From an optimization exercise on the open Yosys and OpenROAD flow, aimed at small area; shortcuts taken in it are not production practice.
Only simulation tests tie the RTL to the original design; equivalence was not proved.

## flow/design.v (module list and top-level ports; edited modules follow where they fit)
// module cordic_pipeline: 4071 lines
module cordic_pipeline(clk, x0, y0, z0, out_x, out_y, out_z);
  // ...
==> flow/flow/run.sh <==
#!/bin/bash
# Own layout flow: the standard synthesis, then a netlist clean-up that pushes inverters
# through full adders and xor/xnor cells (flow/invopt.py; registers and ports untouched),
# then the standard layout with smaller port buffers.
set -euo pipefail
R=orfs/results/${FLOW_PLATFORM}/cordic_pipeline/base
bash standard.sh synth > synth.log 2>&1
cp $R/1_2_yosys.v synth_netlist.v
python3 flow/invopt.py synth_netlist.v $R/1_2_yosys.v > invopt.log 2>&1
rm -f $R/1_synth.odb $R/1_synth.sdc
bash standard.sh BUFFER_PORTS_ARGS="-buffer_cell sky130_fd_sc_hd__buf_2" finish > layout.log 2>&1
==> flow/flow/invopt.py <==
#!/usr/bin/env python3
"""Inverter clean-up after synthesis. Full adders, majority gates, buffers and muxes are
self-dual and nand/nor, and/or, aoi/oai pairs are De Morgan duals, so complementing all
(data) inputs and the output of such a cell keeps its function (the cell type changes to its
dual). xor/xnor cells take either input polarity by swapping type. This pass chooses which
cells to complement so that as few inverters as possible are needed; registers, half adders and
ports are left as they are. usage: invopt2.py IN.v OUT.v"""
import re, sys, random, collections

LIB = '/OpenROAD-flow-scripts/flow/platforms/sky130hd/lib/sky130_fd_sc_hd__tt_025C_1v80.lib'
import os
if 'FLOW_HOME' in os.environ:
    LIB = os.path.join(os.environ['FLOW_HOME'], 'platforms/sky130hd/lib/sky130_fd_sc_hd__tt_025C_1v80.lib')
libtxt = open(LIB).read()
AREA = {}
for m in re.finditer(r'cell\s*\(\s*"?(\w+)"?\s*\)\s*\{(.*?)area\s*:\s*([\d.]+)', libtxt, re.S):
    AREA[m.group(1)] = float(m.group(3))
DONT = set()
PFX = 'sky130_fd_sc_hd__'
PAIRS = [('nand2', 'nor2'), ('nand3', 'nor3'), ('nand4', 'nor4'), ('and2', 'or2'), ('and3', 'or3'),
         ('and4', 'or4'), ('a21oi', 'o21ai'), ('a21o', 'o21a'), ('a31oi', 'o31ai'), ('a31o', 'o31a'),
         ('a22oi', 'o22ai'), ('a22o', 'o22a'), ('a211oi', 'o211ai'), ('a211o', 'o211a'),
         ('a41oi', 'o41ai'), ('a41o', 'o41a'), ('a221oi', 'o221ai'), ('a311oi', 'o311ai'),
         ('a2111oi', 'o2111ai'), ('a32oi', 'o32ai'), ('a32o', 'o32a')]
DUAL = {}
for a, b in PAIRS:
    DUAL[a] = b; DUAL[b] = a
for s in ('fa', 'maj3', 'buf', 'mux2', 'mux2i'):
    DUAL[s] = s
DATA_ONLY = {'mux2': {'A0', 'A1'}, 'mux2i': {'A0', 'A1'}}

def split(t):
    m = re.fullmatch(PFX + r'([a-z0-9]+?)_(\d+)', t)
    return (m.group(1), m.group(2)) if m else (None, None)

def dual_type(t):
    base, drv = split(t)
    if base not in DUAL: return None
    d = DUAL[base]
    cand = [c for c in AREA if split(c)[0] == d]
    if not cand: return None
    same = PFX + d + '_' + drv
    if same in AREA: return same
    # closest area
    return min(cand, key=lambda c: abs(AREA[c] - AREA[t]))

src = open(sys.argv[1]).read()
cell_re = re.compile(r'\n  (sky130_fd_sc_hd__\w+)\s+(\S+)\s*\((.*?)\);', re.S)
OUTPINS = {'X', 'Y', 'Q', 'Q_N', 'SUM', 'COUT', 'HI', 'LO'}
cells = []
for mm in cell_re.finditer(src):
    typ, name, body = mm.group(1), mm.group(2), mm.group(3)
    pins = [(p, n.strip()) for p, n in re.findall(r'\.(\w+)\(([^()]*)\)', body)]
    cells.append([typ, name, pins, mm.start(), mm.end()])
ports_in = set(); ports_out = set()
for kind, rng, names in re.findall(r'\n  (input|output)\s+(\[\d+:\d+\])?\s*([^;]+);', src):
    for nm in names.split(','):
        nm = nm.strip()
        if rng:
            hi, lo = map(int, rng[1:-1].split(':'))
            for i in range(min(hi, lo), max(hi, lo) + 1):
                (ports_in if kind == 'input' else ports_out).add('%s[%d]' % (nm, i))
        else:
            (ports_in if kind == 'input' else ports_out).add(nm)

def is_inv(t): return re.fullmatch(PFX + r'(clk)?inv_\d+', t) is not None
def is_xor(t): return re.fullmatch(PFX + r'x(n)?or2_\d+', t) is not None
def flippable(t): return dual_type(t) is not None

drv = {}
for ci, (typ, name, pins, a, b) in enumerate(cells):
    for p, n in pins:
        if p in OUTPINS: drv[n] = (ci, p)

def root(n):
    pol = 0; seen = 0
    while n in drv and is_inv(cells[drv[n][0]][0]) and seen < 50:
        ci = drv[n][0]
        n = dict(cells[ci][2])['A']; pol ^= 1; seen += 1
    return n, pol

frozen_roots = set()
for ci, c in enumerate(cells):
    if is_inv(c[0]):
        pins = dict(c[2])
        if pins['A'] in ports_in or pins['Y'] in ports_out:
            frozen_roots.add(root(pins['A'])[0])
for p in ports_out:
    frozen_roots.add(root(p)[0])

def data_pin(ci, p):
    base = split(cells[ci][0])[0]
    if base in DATA_ONLY: return p in DATA_ONLY[base]
    return True

cons = collections.defaultdict(list)
for ci, c in enumerate(cells):
    if is_inv(c[0]): continue
    for p, n in c[2]:
        if p in OUTPINS or n.startswith("1'"): continue
        r, pol = root(n)
        if is_xor(c[0]): continue
        cons[r].append((ci, p, pol))
for p in ports_out:
    r, pol = root(p)
    cons[r].append((-1, p, pol))
producer = {}
for ci, c in enumerate(cells):
    if is_inv(c[0]): continue
    for p, n in c[2]:
        if p in OUTPINS: producer[n] = ci
flip = [0] * len(cells)

def sig_cost(r):
    if r in frozen_roots: return 0
    pi = flip[producer[r]] if r in producer else 0
    for ci, p, pol in cons[r]:
        need = pol
        if ci >= 0 and flip[ci] and data_pin(ci, p): need ^= 1
        if need != pi: return 1
    return 0

def area_delta(ci):
    t = cells[ci][0]
    if is_xor(t): return 0.0
    d = dual_type(t)
    return (AREA[d] - AREA[t]) / 3.75 if flip[ci] else 0.0

def cell_sigs(ci):
    s = set()
    for p, n in cells[ci][2]:
        if n.startswith("1'"): continue
        if is_xor(cells[ci][0]) and p not in OUTPINS: continue
        s.add(root(n)[0])
    return s

cands = [ci for ci, c in enumerate(cells) if (flippable(c[0]) or is_xor(c[0])) and not is_inv(c[0])]
# cells with constant inputs are not flipped
cands = [ci for ci in cands if not any(n.startswith("1'") for p, n in cells[ci][2])]
sigs = {ci: cell_sigs(ci) for ci in cands}
movable = [ci for ci in cands if not (sigs[ci] & frozen_roots)]
allroots = set(cons) | set(producer)
def total():
    return sum(sig_cost(r) for r in allroots) + sum(area_delta(ci) for ci in movable)
before = total()
def try_group(g):
    ss = set()
    for ci in g: ss |= sigs[ci]
    c0 = sum(sig_cost(r) for r in ss) + sum(area_delta(ci) for ci in g)
    for ci in g: flip[ci] ^= 1
    c1 = sum(sig_cost(r) for r in ss) + sum(area_delta(ci) for ci in g)
    if c1 < c0 - 1e-9: return True
    for ci in g: flip[ci] ^= 1
    return False
# neighbours for pair moves
nbr = collections.defaultdict(set)
mset = set(movable)
for ci in movable:
    for r in sigs[ci]:
        if r in producer and producer[r] in mset and producer[r] != ci: nbr[ci].add(producer[r])
        for cj, p, pol in cons[r]:
            if cj in mset and cj != ci: nbr[ci].add(cj)
random.seed(1)
for it in range(30):
    changed = False
    order = movable[:]; random.shuffle(order)
    for ci in order:
        if try_group([ci]): changed = True
    for ci in order:
        for cj in nbr[ci]:
            if try_group([ci, cj]): changed = True
    if not changed: break
after = total()
pass

newcells = []; newwires = []; net_for = {}; cnt = 0
def get_net(r, pol):
    global cnt
    pi = flip[producer[r]] if r in producer else 0
    if pol == pi: return r
    key = (r, pol)
    if key not in net_for:
        cnt += 1
        nn = 'invopt_n%d' % cnt
        newwires.append(nn)
        newcells.append('  sky130_fd_sc_hd__inv_1 invopt_i%d (\n    .A(%s),\n    .Y(%s)\n  );' % (cnt, r, nn))
        net_for[key] = nn
    return net_for[key]

keep_inv = set()
for ci, c in enumerate(cells):
    if is_inv(c[0]):
        pins = dict(c[2])
        if root(pins['A'])[0] in frozen_roots: keep_inv.add(ci)
out = []; pos = 0
for ci, c in enumerate(cells):
    typ, name, pins, a, b = c
    out.append(src[pos:a]); pos = b
    if is_inv(typ) and ci not in keep_inv: continue
    if is_inv(typ): out.append(src[a:b]); continue
    fl = flip[ci]
    newpins = []
    if is_xor(typ):
        par = fl
        for p, n in pins:
            if p in OUTPINS or n.startswith("1'") or root(n)[0] in frozen_roots:
                newpins.append((p, n)); continue
            r, pol = root(n)
            pi = flip[producer[r]] if r in producer else 0
            newpins.append((p, get_net(r, pi)))
            par ^= pi ^ pol
        if par:
            if 'xnor2' in typ:
                typ = typ.replace('xnor2', 'xor2'); newpins = [('X' if p == 'Y' else p, n) for p, n in newpins]
            else:
                typ = typ.replace('xor2', 'xnor2'); newpins = [('Y' if p == 'X' else p, n) for p, n in newpins]
    else:
        for p, n in pins:
            if p in OUTPINS or n.startswith("1'") or root(n)[0] in frozen_roots:
                newpins.append((p, n)); continue
            r, pol = root(n)
            inv = fl and data_pin(ci, p)
            newpins.append((p, get_net(r, pol ^ inv)))
        if fl:
            typ = dual_type(typ)
    body = ',\n'.join('    .%s(%s)' % (p, n) for p, n in newpins)
    out.append('\n  %s %s (\n%s\n  );' % (typ, name, body))
out.append(src[pos:])
res = ''.join(out)
decl = ''.join('  wire %s;\n' % w for w in newwires)
ins = res.index(';\n', res.index('module')) + 2
res = res[:ins] + decl + res[ins:]
endm = res.rindex('endmodule')
res = res[:endm] + '\n'.join(newcells) + '\n' + res[endm:]
open(sys.argv[2], 'w').write(res)
==> flow/standard.sh <==
#!/bin/bash
# synth_recipe.tcl (not shown) runs the flow's synth.tcl, then flattens the netlist and writes it again
# the make line also repeats each setting of config.mk as NAME=value (left out here)
make -C /OpenROAD-flow-scripts/flow DESIGN_CONFIG=/design/flow/config.mk WORK_HOME=/design/flow/orfs CLKGATE_MAP_FILE= SYNTH_SCRIPT=/design/flow/synth_recipe.tcl "${@:-finish}"
==> flow/config.mk <==
export PLATFORM = sky130hd
export DESIGN_NAME = cordic_pipeline
export DESIGN_NICKNAME = cordic_pipeline
export VERILOG_FILES = /design/flow/design.v
export SDC_FILE = /design/flow/constraint.sdc
export NUM_CORES = 4
export LEC_CHECK = 0
export CAP_MARGIN = 20
export CORE_MARGIN = 2
export CORE_UTILIZATION = 70
export CTS_BUF_LIST = sky130_fd_sc_hd__clkbuf_4
export CTS_CLUSTER_DIAMETER = 40
export CTS_CLUSTER_SIZE = 12
export PLACE_DENSITY = 0.8
export SLEW_MARGIN = 20
==> flow/constraint.sdc <==
create_clock -name core_clock -period 4.0 [get_ports {clk}]
set_input_delay 0.8000 -clock core_clock [delete_from_list [all_inputs] [get_ports {clk}]]
set_output_delay 0.8000 -clock core_clock [all_outputs]
set_load 0.01 [all_outputs]
==> results.yml, run 1 <==
worst_setup_path:
  startpoint: "x9_q_1239_r1"
  worstSetupPathType: "reg2reg"
  slowest_delay_ns: 0.50
  cp_top_family: "adder cells"
  cp_max_fo: 7
sta:
  setup_tns_ns: 0
  fin_crit_ns: 3.85
  hold_ws_ns: 0.151
  worstMarginPinSlew_ns: 0.807
  finClkSkew_ns: 0.0545
final_layout:
  utilization_pct: 76.2
  design_area_mm2: 0.0271
  drive_gt1_share_pct: 13.6
  finalNetCount: 2492
global_routing:
  grt_overflow_total: 0
  track_usage_pct: 20.8
placement:
  placed_cell_area_mm2: 0.0260
  preCtsSetupSlack_ns: 0.0211
  dpl.cell_count: 2451
  gp_congestion: 0.910
die:
  dieArea_mm2: 0.0376
outcome:
  outcome: "timing/DRC/antenna clean"
route:
  postRouteWirelength_um: 38100
==> run 2: changes to the inputs <==
--- a/flow/config.mk
+++ b/flow/config.mk
@@ -8,8 +8,8 @@
 export CAP_MARGIN = 20
 export CORE_MARGIN = 2
 export CORE_UTILIZATION = 70
-export CTS_BUF_LIST = sky130_fd_sc_hd__clkbuf_4
-export CTS_CLUSTER_DIAMETER = 40
-export CTS_CLUSTER_SIZE = 12
+export CTS_BUF_LIST = sky130_fd_sc_hd__clkbuf_2 sky130_fd_sc_hd__clkbuf_4
+export CTS_CLUSTER_DIAMETER = 30
+export CTS_CLUSTER_SIZE = 8
 export PLACE_DENSITY = 0.8
 export SLEW_MARGIN = 20
==> results.yml, run 2 <==
route:
  antenna_left: 0
  drc: 0
  wire_per_inst_um: 14.7
  drt_iter0_drc: 268
  vias_per_cell: 4.98
  via_count: 13116
  first_pass_iters: 4
  postRouteWirelength_um: 38600
die:
  dieHeight_um: 194
  dieArea_mm2: 0.0376
  start_util_pct: 71.0
  core_mm2: 0.0356
  ios: 97
  num_rows: 69
  fp.dieW_um: 194
global_routing:
  grt_pass1_wl_um: 64100
  grt_overflow_total: 0
  track_usage_pct: 21.3
  antenna_found_initial: 2
  first_global_vias: 14524
  grt_start_max_net_pins: 22
synthesis:
  synth_nets: 2381
  syn_avg_cell_area_um2: 12.9
  syn_inst: 1956
  synthesis.area_mm2: 0.0253
  yosysWarnings: 1
final_layout:
  final_common_cell: "dfxtp_1"
  design_area_mm2: 0.0277
  final_cells: 2633
  finalNetCount: 2524
  area_delta_synth_final_pct: 9.47
  drive_gt1_share_pct: 15.4
  mostFrequentLayoutCells: "dfxtp_1 (578), fa_1 (261), xor2_1 (252)"
sta:
  hold_viol_final: 0
  slew_headroom_pct: 45.5
  fin_crit_ns: 3.85
  worstMarginPinSlew_ns: 0.817
  setup_viol: 0
  setup_tns_ns: 0
  period_share_pct: 96.2
  fmax_ghz: 0.260
  fin_ws_ns: 0.153
  slew_violations: 0
  finClkSkew_ns: 0.0478
worst_setup_path:
  cp_max_fo: 2
  rr_worst_depth: 9
  r2r_slack_ns: 0.15
  start_kind: "flip-flop"
  worstSetupPathType: "reg2reg"
  crit_required_ns: 4.66
  crit_arrival_ns: 4.51
  crit_path_end_kind: "flip-flop"
cts:
  cts_max_level: 3
  clock-root-buffer: "clkbuf_4"
  numCtsBuffers: 106
  clk_pin_slew_ns: 0.09
  cts_sinks: 585
  hold_buffers: 0
  clockBufferDepth: 3
  clk-insertion-delay-late_ns: 0.81
  cts_tree: "done"
placement:
  placed_cell_area_mm2: 0.0260
  port_buffers: 96
  dpl.cell_count: 2451
  dp_hpwl_um: 30400
  gp_congestion: 0.910
  preCtsSetupSlack_ns: 0.0211
worst_hold_path:
  hold_path_class: "in2reg"
  worstHoldPathCells: 1
flow_run:
  cap_violations: 0
outcome:
  outcome: "timing/DRC/antenna clean"
[run 2: worst paths after layout]
check / from / to
setup / recovery: z0_15_r1 / y0_s_302_r1
hold / removal: y0[13] / y0_13_r1
setup reg to reg: z0_15_r1 / y0_s_302_r1
hold reg to reg: z3i_124_r3 / z3i_124_r4
[run 2: layout make-up]
cell class | instances | area, um2
Fill cell | 2239 | 7920
Timing Repair Buffer | 136 | 781
Clock buffer | 120 | 901
Inverter | 160 | 601
Clock inverter | 59 | 636
Sequential cell | 585 | 11700
Multi-Input combinational cell | 1110 | 12400
Antenna cell | 2 | 5.00
Tap cell | 461 | 577
[run 2: repair_timing]
item / 4_1_cts / 5_1_grt
buffers inserted: 0 / 1
setup endpoints to repair: 1 / 16
gates cloned: 0 / 0
resized for setup: 1 / 21
pin swaps: 0 / 1
[run 2: per-layer routing]
metal / track usage (%) / share of wire (%)
met5: 0 / 0
met3: 4.37 / 3.1
met1: 18.4 / 33
met4: 12.6 / 4.9
met2: 43.7 / 59
[run 2: metrics by stage]
step	hold slack, ns	util [%]
final	0.102	77.7
after global routing	0.0191	77.7
after CTS	0.0169	77.5
after detailed placement	0.312	73.2
after global placement	0.310	73.2
after floorplan	0.310	-
[run 2: worst max-delay path: stages, from the launching register on]
cell	delay [ns]
dfxtp_1	0.32
xor2_1	0.17
fa_1	0.38
fa_1	0.41
fa_1	0.40
fa_1	0.41
fa_1	0.40
fa_1	0.42
fa_1	0.40
fa_1	0.43
==> run 3: changes to the inputs <==
--- a/flow/config.mk
+++ b/flow/config.mk
@@ -8,8 +8,8 @@
 export CAP_MARGIN = 20
 export CORE_MARGIN = 2
 export CORE_UTILIZATION = 70
-export CTS_BUF_LIST = sky130_fd_sc_hd__clkbuf_2 sky130_fd_sc_hd__clkbuf_4
-export CTS_CLUSTER_DIAMETER = 30
-export CTS_CLUSTER_SIZE = 8
+export CTS_BUF_LIST = sky130_fd_sc_hd__clkbuf_8
+export CTS_CLUSTER_DIAMETER = 60
+export CTS_CLUSTER_SIZE = 20
 export PLACE_DENSITY = 0.8
 export SLEW_MARGIN = 20
==> results.yml, run 3 <==
outcome:
  outcome: "timing/DRC/antenna clean"
final_layout:
  drive_gt1_share_pct: 11.5
  mostFrequentLayoutCells: "dfxtp_1 (578), fa_1 (260), xor2_1 (252)"
  final_common_cell: "dfxtp_1"
  insertedDiodeCount: 0
  finalNetCount: 2460
  nFillCells: 2322
  area_delta_synth_final_pct: 6.67
sta:
  hold_viol_final: 0
  fmax_ghz: 0.260
  finClkSkew_ns: 0.0380
  fin_ws_ns: 0.148
  worstMarginPinSlew_ns: 0.812
  fin_crit_ns: 3.85
  grt_setup_unrepaired: "true"
  setup_viol: 0
  slew_violations: 0
  hold_ws_ns: 0.263
  period_share_pct: 96.3
  slew_headroom_pct: 45.8
die:
  dieArea_mm2: 0.0376
  ios: 97
  fp.dieW_um: 194
  core_mm2: 0.0356
  start_util_pct: 71.0
  num_rows: 69
  dieHeight_um: 194
worst_hold_path:
  hold_path_class: "in2reg"
  worstHoldPathCells: 1
worst_setup_path:
  slowest_delay_ns: 0.49
  crit_path_end_kind: "flip-flop"
  worstSetupPathType: "reg2reg"
  timing.critical_path.mode_cell: "fa_1"
  crit_arrival_ns: 4.36
  critPathSlowestCell: "or4b_4"
  crit_required_ns: 4.50
  cp_cell_sequence: "buf_4 -> xor2_1 -> fa_1 -> fa_1 -> fa_1 -> a31o_2 -> inv_1 -> ha_1 -> or4b_4 -> or3_4 -> nor4_4 -> a2bb2oi_1 -> xnor2_1"
  cp.depth: 13
  rr_worst_depth: 13
  cp_max_fo: 9
  start_kind: "flip-flop"
  cp_top_family: "adder cells"
  cp_num_buf_inv: 2
route:
  drt_iter0_drc: 243
  wire_per_inst_um: 14.8
  postRouteWirelength_um: 37400
  wl_met1_um: 12500
  dr_wl_met3_um: 961
  antenna_left: 0
  top_layer: "met4"
  first_pass_iters: 7
  via_count: 12683
  wl_met2_um: 21900
  vias_per_cell: 5.04
  drc: 0
flow_run:
  cap_violations: 0
global_routing:
  grt_start_max_net_pins: 22
  track_usage_pct: 20.4
  grt_overflow_total: 0
  grt_pass1_wl_um: 61600
  antenna_found_initial: 0
  first_global_vias: 13819
cts:
  numCtsBuffers: 40
  clk-insertion-delay-late_ns: 0.64
  cts_tree: "done"
  clock-root-buffer: "clkbuf_8"
  clk_pin_slew_ns: 0.11
  cts_sinks: 585
  clockBufferDepth: 3
  cts_max_level: 2
synthesis:
  synthesis.area_mm2: 0.0253
  yosysWarnings: 1
  syn_avg_cell_area_um2: 12.9
  synth_nets: 2381
  syn_inst: 1956
placement:
  dp_hpwl_um: 30400
  gp_congestion: 0.910
  port_buffers: 96
  preCtsSetupSlack_ns: 0.0211
run 3: repair_timing:
action                                  4_1_cts  5_1_grt
endpoints found under the setup margin        1       16
resized for setup                             1       21
endpoints found under the hold margin         0        0
buffers inserted                              0        3
pin swaps                                     0        2
hold buffers                                  0        0
run 3: worst paths after layout:
kind                            slack (ns)       endpoint  startpoint
worst max register to register        0.15  y10_q_1410_r1  z9i_211_r1
worst min-delay path                  0.26        y0_7_r1       y0[7]
worst max-delay path                  0.15  y10_q_1410_r1  z9i_211_r1
worst min register to register        0.33     z3i_124_r4  z3i_124_r3
run 3: per-stage QoR:
stage	instances	instance area, um2	util, %	TNS (ns)
2_1_floorplan	1956	25300	-	0
3_3_place_gp	2451	26000	73.2	0
3_5_place_dp	2451	26000	73.2	0
4_1_cts	2515	26900	75.5	0
5_1_grt	2518	26900	75.8	-0.0492
6_report	2518	26900	75.8	0
run 3: area by class of cell:
| type | count | area (um2) | share of cell area [%] |
|---|---|---|---|
| sequential | 585 | 11700 | 43.5 |
| inverter | 160 | 601 | 2.23 |
| multi-input combinational | 1110 | 12400 | 46.1 |
| clock buffer | 47 | 647 | 2.40 |
| clock inverter | 17 | 170 | 0.632 |
| tap | 461 | 577 | 2.14 |
| timing repair buffer | 138 | 796 | 2.95 |
run 3: routing by layer:
layer | vias to the layer above | GRT usage [%]
li1 | 6231 | -
met2 | 209 | 42.6
met3 | 103 | 2.70
met5 | - | 0
met4 | 0 | 11.6
met1 | 6140 | 18.2
==> run 4: changes to the inputs <==
--- a/flow/flow/run.sh
+++ b/flow/flow/run.sh
@@ -8,4 +8,4 @@
 cp $R/1_2_yosys.v synth_netlist.v
 python3 flow/invopt.py synth_netlist.v $R/1_2_yosys.v > invopt.log 2>&1
 rm -f $R/1_synth.odb $R/1_synth.sdc
-bash standard.sh BUFFER_PORTS_ARGS="-buffer_cell sky130_fd_sc_hd__buf_2" finish > layout.log 2>&1
+bash standard.sh BUFFER_PORTS_ARGS="-buffer_cell sky130_fd_sc_hd__buf_1" finish > layout.log 2>&1
--- a/flow/config.mk
+++ b/flow/config.mk
@@ -5,11 +5,11 @@
 export SDC_FILE = /design/flow/constraint.sdc
 export NUM_CORES = 4
 export LEC_CHECK = 0
-export CAP_MARGIN = 20
+export CAP_MARGIN = 0
 export CORE_MARGIN = 2
 export CORE_UTILIZATION = 70
 export CTS_BUF_LIST = sky130_fd_sc_hd__clkbuf_8
 export CTS_CLUSTER_DIAMETER = 60
 export CTS_CLUSTER_SIZE = 20
 export PLACE_DENSITY = 0.8
-export SLEW_MARGIN = 20
+export SLEW_MARGIN = 0
==> results.yml, run 4 <==
outcome:
  outcome: "timing/DRC/antenna clean"
cts:
  cts_sinks: 585
  clock-root-buffer: "clkbuf_8"
  clk-insertion-delay-late_ns: 0.64
  cts_tree: "done"
  clk_pin_slew_ns: 0.11
  cts_max_level: 2
  clockBufferDepth: 3
  hold_buffers: 0
  numCtsBuffers: 40
worst_setup_path:
  slowest_delay_ns: 0.49
  r2r_slack_ns: 0.11
  crit_arrival_ns: 4.42
  start_kind: "flip-flop"
  cp_max_fo: 9
  cp.depth: 13
  r2r_end: "y10_q_1410_r1"
  critPathSlowestCell: "or4b_4"
  worstSetupPathType: "reg2reg"
  rr_worst_depth: 13
  crit_path_end_kind: "flip-flop"
  cp_cell_sequence: "buf_4 -> xor2_1 -> fa_1 -> fa_1 -> fa_1 -> a31o_2 -> inv_1 -> ha_1 -> or4b_4 -> or3_4 -> nor4_4 -> a2bb2oi_1 -> xnor2_1"
  timing.critical_path.mode_cell: "fa_1"
  cp_top_family: "adder cells"
  cp_num_buf_inv: 2
  reg2reg_from: "z9i_211_r1"
  crit_required_ns: 4.53
final_layout:
  area_delta_synth_final_pct: 6.09
  final_common_cell: "dfxtp_1"
  final_cells: 2517
  finalNetCount: 2460
  insertedDiodeCount: 0
  multi_input_area_mm2: 0.0125
  design_area_mm2: 0.0268
  seq_area_mm2: 0.0117
  drive_gt1_share_pct: 6.91
  mostFrequentLayoutCells: "dfxtp_1 (577), fa_1 (260), xor2_1 (252)"
  nFillCells: 2304
sta:
  finClkSkew_ns: 0.0414
  worstMarginPinSlew_ns: 0.766
  setup_viol: 0
  fmax_ghz: 0.257
  slew_violations: 0
  hold_viol_final: 0
  fin_ws_ns: 0.109
  period_share_pct: 97.3
  slew_headroom_pct: 48.8
  fin_crit_ns: 3.89
die:
  dieArea_mm2: 0.0376
  ios: 97
  fp.dieW_um: 194
  num_rows: 69
  dieHeight_um: 194
  core_mm2: 0.0356
  start_util_pct: 71.0
worst_hold_path:
  hold_path_end: "y0_15_r1"
  worstHoldPathCells: 1
  min-delay-start: "y0[15]"
  hold_path_class: "in2reg"
route:
  postRouteWirelength_um: 37400
  wire_per_inst_um: 14.9
  drt_iter0_drc: 276
  first_pass_iters: 4
  vias_per_cell: 5.01
  drc: 0
  antenna_left: 0
  via_count: 12617
synthesis:
  syn_avg_cell_area_um2: 12.9
  synth_nets: 2381
  synthesis.area_mm2: 0.0253
  syn_inst: 1956
  yosysWarnings: 1
placement:
  dpl.cell_count: 2451
  placed_cell_area_mm2: 0.0259
  dp_hpwl_um: 30300
  preCtsSetupSlack_ns: 0.0157
  port_buffers: 96
  gp_congestion: 0.900
global_routing:
  antenna_found_initial: 0
  track_usage_pct: 20.6
  grt_overflow_total: 0
  first_global_vias: 13902
  grt_start_max_net_pins: 22
  grt_pass1_wl_um: 62100
flow_run:
  cap_violations: 0
==> run 4: changes by cell type in the layout (fill, tap and decap cells not counted), moves of 2 or more <==
cell,delta
buf_1,+96
buf_2,-96
clkbuf_8,-3
clkinvlp_4,-3
bufinv_16,-2
clkinv_4,+2
ha_1,+2
ha_2,-2
inv_6,+2
inv_8,+2
==> run 4: timing repair <==
action / 4_1_cts / 5_1_grt
setup buffers: 0 / 3
pin swaps: 0 / 3
resized for setup: 2 / 24
endpoints found under the setup margin: 3 / 25
==> run 4: metal layers <==
metal	global-route usage [%]	share of wire, %
met5	0	0
met4	11.1	5.7
met3	3.57	3.0
met2	42.8	58
met1	18.2	33
==> run 4: worst max-delay path by stage <==
stage | end | from
floorplan | x9_q_1254_r1 | zs_201_r1
global placement | y8_q_1200_r1 | zs_190_r1
detailed placement | y7_i_1093_r1 | zs_177_r1
CTS | x8_q_1147_r1 | nS_1094_r1
global route | x8_q_1147_r1 | nS_1094_r1
finish | y10_q_1410_r1 | z9i_211_r1
==> run 4: final cells by class <==
cell class                      instances  share of cell area, %
Timing Repair Buffer                  138                   2.52
Tap cell                              461                   2.15
Clock inverter                         19                  0.602
Sequential cell                       585                   43.8
Multi-Input combinational cell       1110                   46.5
Clock buffer                           44                   2.26
Inverter                              160                   2.24
==> run 4: stage by stage <==
stage / TNS [ns] / util, % / hold slack (ns)
2_1_floorplan: 0 / - / 0.310
3_3_place_gp: 0 / 72.9 / 0.310
3_5_place_dp: 0 / 72.9 / 0.312
4_1_cts: 0 / 75.0 / 0.216
5_1_grt: -0.0698 / 75.3 / 0.206
6_report: 0 / 75.3 / 0.267
==> run 5: changes to the inputs <==
--- a/flow/config.mk
+++ b/flow/config.mk
@@ -5,11 +5,11 @@
 export SDC_FILE = /design/flow/constraint.sdc
 export NUM_CORES = 4
 export LEC_CHECK = 0
-export CAP_MARGIN = 0
+export CAP_MARGIN = 5
 export CORE_MARGIN = 2
 export CORE_UTILIZATION = 70
 export CTS_BUF_LIST = sky130_fd_sc_hd__clkbuf_8
 export CTS_CLUSTER_DIAMETER = 60
 export CTS_CLUSTER_SIZE = 20
 export PLACE_DENSITY = 0.8
-export SLEW_MARGIN = 0
+export SLEW_MARGIN = 5
==> results.yml, run 5 <==
die:
  start_util_pct: 71.0
  ios: 97
  core_mm2: 0.0356
  fp.dieW_um: 194
  num_rows: 69
  dieHeight_um: 194
  dieArea_mm2: 0.0376
worst_setup_path:
  r2r_slack_ns: 0.11
  crit_arrival_ns: 4.42
  rr_worst_depth: 13
  timing.critical_path.mode_cell: "fa_1"
  worstSetupPathType: "reg2reg"
  start_kind: "flip-flop"
  slowest_delay_ns: 0.49
  crit_required_ns: 4.53
  cp_cell_sequence: "buf_4 -> xor2_1 -> fa_1 -> fa_1 -> fa_1 -> a31o_2 -> inv_1 -> ha_1 -> or4b_4 -> or3_4 -> nor4_4 -> a2bb2oi_1 -> xnor2_1"
  cp_top_family: "adder cells"
  cp_num_buf_inv: 2
  critPathSlowestCell: "or4b_4"
  reg2reg_from: "z9i_211_r1"
  r2r_end: "y10_q_1410_r1"
  crit_path_end_kind: "flip-flop"
  cp_max_fo: 9
sta:
  worstMarginPinSlew_ns: 0.766
  period_share_pct: 97.3
  setup_viol: 0
  slew_violations: 0
  fin_crit_ns: 3.89
  fmax_ghz: 0.257
  hold_viol_final: 0
  setup_tns_ns: 0
  finClkSkew_ns: 0.0414
  slew_headroom_pct: 48.8
synthesis:
  syn_inst: 1956
  syn_avg_cell_area_um2: 12.9
  yosysWarnings: 1
  synth_nets: 2381
  synthesis.area_mm2: 0.0253
final_layout:
  final_common_cell: "dfxtp_1"
  insertedDiodeCount: 0
  finalNetCount: 2460
  mostFrequentLayoutCells: "dfxtp_1 (577), fa_1 (260), xor2_1 (252)"
  drive_gt1_share_pct: 6.91
  area_delta_synth_final_pct: 6.09
  nFillCells: 2304
global_routing:
  first_global_vias: 13902
  track_usage_pct: 20.6
  grt_overflow_total: 0
  grt_start_max_net_pins: 22
  grt_pass1_wl_um: 62100
  antenna_found_initial: 0
placement:
  dp_hpwl_um: 30300
  gp_congestion: 0.900
  port_buffers: 96
route:
  wire_per_inst_um: 14.9
  drc: 0
  vias_per_cell: 5.01
  first_pass_iters: 4
  postRouteWirelength_um: 37400
  via_count: 12617
  drt_iter0_drc: 276
  antenna_left: 0
worst_hold_path:
  worstHoldPathCells: 1
  hold_path_class: "in2reg"
  min-delay-start: "y0[15]"
  hold_path_end: "y0_15_r1"
flow_run:
  cap_violations: 0
outcome:
  outcome: "timing/DRC/antenna clean"
cts:
  clock-root-buffer: "clkbuf_8"
  cts_max_level: 2
  numCtsBuffers: 40
  clockBufferDepth: 3
  clk-insertion-delay-late_ns: 0.64
  clk_pin_slew_ns: 0.11
  cts_sinks: 585
  cts_tree: "done"
==> run 5: cell counts in the layout (fill, tap and decap cells not counted) <==
No cell type changed its count.
==> run 5: metrics by stage <==
step           hold WS, ns  util [%]  instance area (um2)  cells  setup WS, ns
2_1_floorplan        0.310         -                25300   1956        0.0100
3_3_place_gp         0.310      72.9                25900   2451         0.125
3_5_place_dp         0.312      72.9                25900   2451        0.0157
4_1_cts              0.216      75.0                26700   2514        0.0157
5_1_grt              0.206      75.3                26800   2517       -0.0365
6_report             0.267      75.3                26800   2517         0.109
==> run 5: layout make-up <==
| cell class | instances | area, um2 | share of cell area (%) |
|---|---|---|---|
| multi-input cells | 1110 | 12500 | 46.5 |
| clock buffers | 44 | 606 | 2.26 |
| well taps | 461 | 577 | 2.15 |
| clock inverters | 19 | 161 | 0.602 |
| flip-flops and latches | 585 | 11700 | 43.8 |
| repair buffers | 138 | 676 | 2.52 |
| inverters | 160 | 601 | 2.24 |
==> run 5: worst register-to-register path: stages, from the launching register on <==
cell and delay [ns]:
dfxtp_2 0.37, buf_4 0.19, xor2_1 0.19, fa_1 0.42
fa_1 0.41, fa_1 0.43, a31o_2 0.26, inv_1 0.07
ha_1 0.18, or4b_4 0.49, or3_4 0.38, nor4_4 0.16
a2bb2oi_1 0.11, xnor2_1 0.14
==> run 5: routing by layer <==
| metal | vias up | track usage, % | routed length (um) |
|---|---|---|---|
| met3 | 109 | 3.57 | 1120 |
| met4 | 0 | 11.1 | 2140 |
| li1 | 6246 | - | - |
| met1 | 6049 | 18.2 | 12500 |
| met2 | 213 | 42.8 | 21700 |
| met5 | - | 0 | 0 |
==> run 5: repair_timing <==
action,in CTS,in global routing
hold buffers,0,0
setup buffers,0,3
resized for setup,2,24
endpoints found under the hold margin,0,0
setup endpoints to repair,3,25
pin swaps,0,3
==> run 5: how the worst max path moves through the flow <==
stage,endpoint,cells after the start,from,slack (ns)
2_1_floorplan,x9_q_1254_r1,18,zs_201_r1,0.01
3_3_place_gp,y8_q_1200_r1,13,zs_190_r1,0.12
3_5_place_dp,y7_i_1093_r1,13,zs_177_r1,0.02
4_1_cts,x8_q_1147_r1,14,nS_1094_r1,0.02
5_1_grt,x8_q_1147_r1,14,nS_1094_r1,-0.04
6_report,y10_q_1410_r1,13,z9i_211_r1,0.11
==> run 6: changes to the inputs <==
--- a/flow/config.mk
+++ b/flow/config.mk
@@ -5,11 +5,11 @@
 export SDC_FILE = /design/flow/constraint.sdc
 export NUM_CORES = 4
 export LEC_CHECK = 0
-export CAP_MARGIN = 5
+export CAP_MARGIN = 20
 export CORE_MARGIN = 2
 export CORE_UTILIZATION = 70
 export CTS_BUF_LIST = sky130_fd_sc_hd__clkbuf_8
 export CTS_CLUSTER_DIAMETER = 60
 export CTS_CLUSTER_SIZE = 20
 export PLACE_DENSITY = 0.8
-export SLEW_MARGIN = 5
+export SLEW_MARGIN = 20
==> results.yml, run 6 <==
outcome:
  outcome: "timing/DRC/antenna clean"
synthesis:
  synthesis.area_mm2: 0.0253
  syn_inst: 1956
  synth_nets: 2381
  syn_avg_cell_area_um2: 12.9
  yosysWarnings: 1
sta:
  hold_viol_final: 0
  finClkSkew_ns: 0.0414
  setup_viol: 0
  fmax_ghz: 0.257
  fin_crit_ns: 3.89
  period_share_pct: 97.3
  fin_ws_ns: 0.109
  slew_headroom_pct: 48.8
  worstMarginPinSlew_ns: 0.766
  setup_tns_ns: 0
  slew_violations: 0
die:
  dieHeight_um: 194
  ios: 97
  num_rows: 69
  core_mm2: 0.0356
  start_util_pct: 71.0
  dieArea_mm2: 0.0376
  fp.dieW_um: 194
route:
  drc: 0
  wl_met1_um: 12500
  wl_met2_um: 21700
  drt_iter0_drc: 276
  postRouteWirelength_um: 37400
  dr_wl_met3_um: 1120
  wire_per_inst_um: 14.9
  first_pass_iters: 4
  top_layer: "met4"
  via_count: 12617
  antenna_left: 0
  vias_per_cell: 5.01
placement:
  placed_cell_area_mm2: 0.0259
  gp_congestion: 0.900
  port_buffers: 96
  preCtsSetupSlack_ns: 0.0157
  dp_hpwl_um: 30300
cts:
  clock-root-buffer: "clkbuf_8"
  clk-insertion-delay-late_ns: 0.64
  numCtsBuffers: 40
  cts_sinks: 585
  cts_max_level: 2
  clk_pin_slew_ns: 0.11
  clockBufferDepth: 3
  cts_tree: "done"
  hold_buffers: 0
worst_setup_path:
  crit_end: "y10_q_1410_r1"
  reg2reg_from: "z9i_211_r1"
  timing.critical_path.mode_cell: "fa_1"
  r2r_slack_ns: 0.11
  cp_top_family: "adder cells"
  crit_arrival_ns: 4.42
  critPathSlowestCell: "or4b_4"
  slowest_delay_ns: 0.49
  cp_max_fo: 9
  startpoint: "z9i_211_r1"
  crit_required_ns: 4.53
  cp_cell_sequence: "buf_4 -> xor2_1 -> fa_1 -> fa_1 -> fa_1 -> a31o_2 -> inv_1 -> ha_1 -> or4b_4 -> or3_4 -> nor4_4 -> a2bb2oi_1 -> xnor2_1"
  start_kind: "flip-flop"
  worstSetupPathType: "reg2reg"
  cp_num_buf_inv: 2
  r2r_end: "y10_q_1410_r1"
  cp.depth: 13
  rr_worst_depth: 13
  crit_path_end_kind: "flip-flop"
final_layout:
  utilization_pct: 75.3
  finalNetCount: 2460
  design_area_mm2: 0.0268
  mostFrequentLayoutCells: "dfxtp_1 (577), fa_1 (260), xor2_1 (252)"
  insertedDiodeCount: 0
  area_delta_synth_final_pct: 6.09
  drive_gt1_share_pct: 6.91
  final_common_cell: "dfxtp_1"
flow_run:
  cap_violations: 0
global_routing:
  grt_pass1_wl_um: 62100
  grt_start_max_net_pins: 22
  antenna_found_initial: 0
  track_usage_pct: 20.6
  first_global_vias: 13902
  grt_overflow_total: 0
worst_hold_path:
  hold_path_class: "in2reg"
  min-delay-start: "y0[15]"
## run 6: layout make-up
type,instances,area [um2]
Tap cell,461,577
Timing Repair Buffer,138,676
Sequential cell,585,11700
Clock inverter,19,161
Clock buffer,44,606
Fill cell,2304,8770
Inverter,160,601
Multi-Input combinational cell,1110,12500
## run 6: worst min path at each step
stage / depth (start not counted) / end / slack, ns
after global placement: 0 / z1i_62_r7 / 0.31
after detailed placement: 0 / x0_14_r2 / 0.31
after global routing: 1 / x0_8_r1 / 0.21
after CTS: 1 / y0_11_r1 / 0.22
final: 1 / y0_15_r1 / 0.27
after floorplan: 0 / x0_14_r2 / 0.31
## run 6: metrics by stage
| step | hold slack [ns] | cells |
|---|---|---|
| floorplan | 0.310 | 1956 |
| finish | 0.267 | 2517 |
| global placement | 0.310 | 2451 |
| CTS | 0.216 | 2514 |
| detailed placement | 0.312 | 2451 |
| global route | 0.206 | 2517 |
## run 6: repair_timing
| action | CTS | global route |
|---|---|---|
| pin swaps | 0 | 3 |
| setup endpoints to repair | 3 | 25 |
| setup buffers | 0 | 3 |
| gates resized for setup | 2 | 24 |
## run 6: layer usage
| metal | GRT usage [%] | up-vias |
|---|---|---|
| met1 | 18.2 | 6049 |
| li1 | - | 6246 |
| met5 | 0 | - |
| met4 | 11.1 | 0 |
| met3 | 3.57 | 109 |
| met2 | 42.8 | 213 |

[afterwards: timing with drivers on the ports]
The results above use ideal ports. As a check the final layouts listed here were re-extracted and re-timed, cells and wires unchanged. Step 1 sets driving cells, clkbuf_16 on the clock port and buf_2 on the other inputs (assumed; they add their load-dependent delay and slew). Step 2 adds t to the input delays and takes it off the output delays; t is the mean of the earliest and latest rising clock arrival at the registers after step 1. Input paths then give back, and output paths get back, about the clock's delay inside the block. Slacks: ideal ports / drivers / drivers and shift; pairs: ideal ports / drivers.
| run | t (ns) | slack for setup (ns) | worst setup path after step 2 |
|---|---|---|---|
| run 1 | 0.784 | 0.149 / 0.149 / 0.149 | register to register |
| run 2 | 0.831 | 0.153 / 0.153 / 0.153 | register to register |
| run 3 | 0.669 | 0.148 / 0.148 / 0.148 | register to register |
| run 4 | 0.665 | 0.109 / 0.109 / 0.109 | register to register |
| run 5 | 0.665 | 0.109 / 0.109 / 0.109 | register to register |
| run 6 | 0.665 | 0.109 / 0.109 / 0.109 | register to register |
After both steps setup and hold are still met in every run listed.
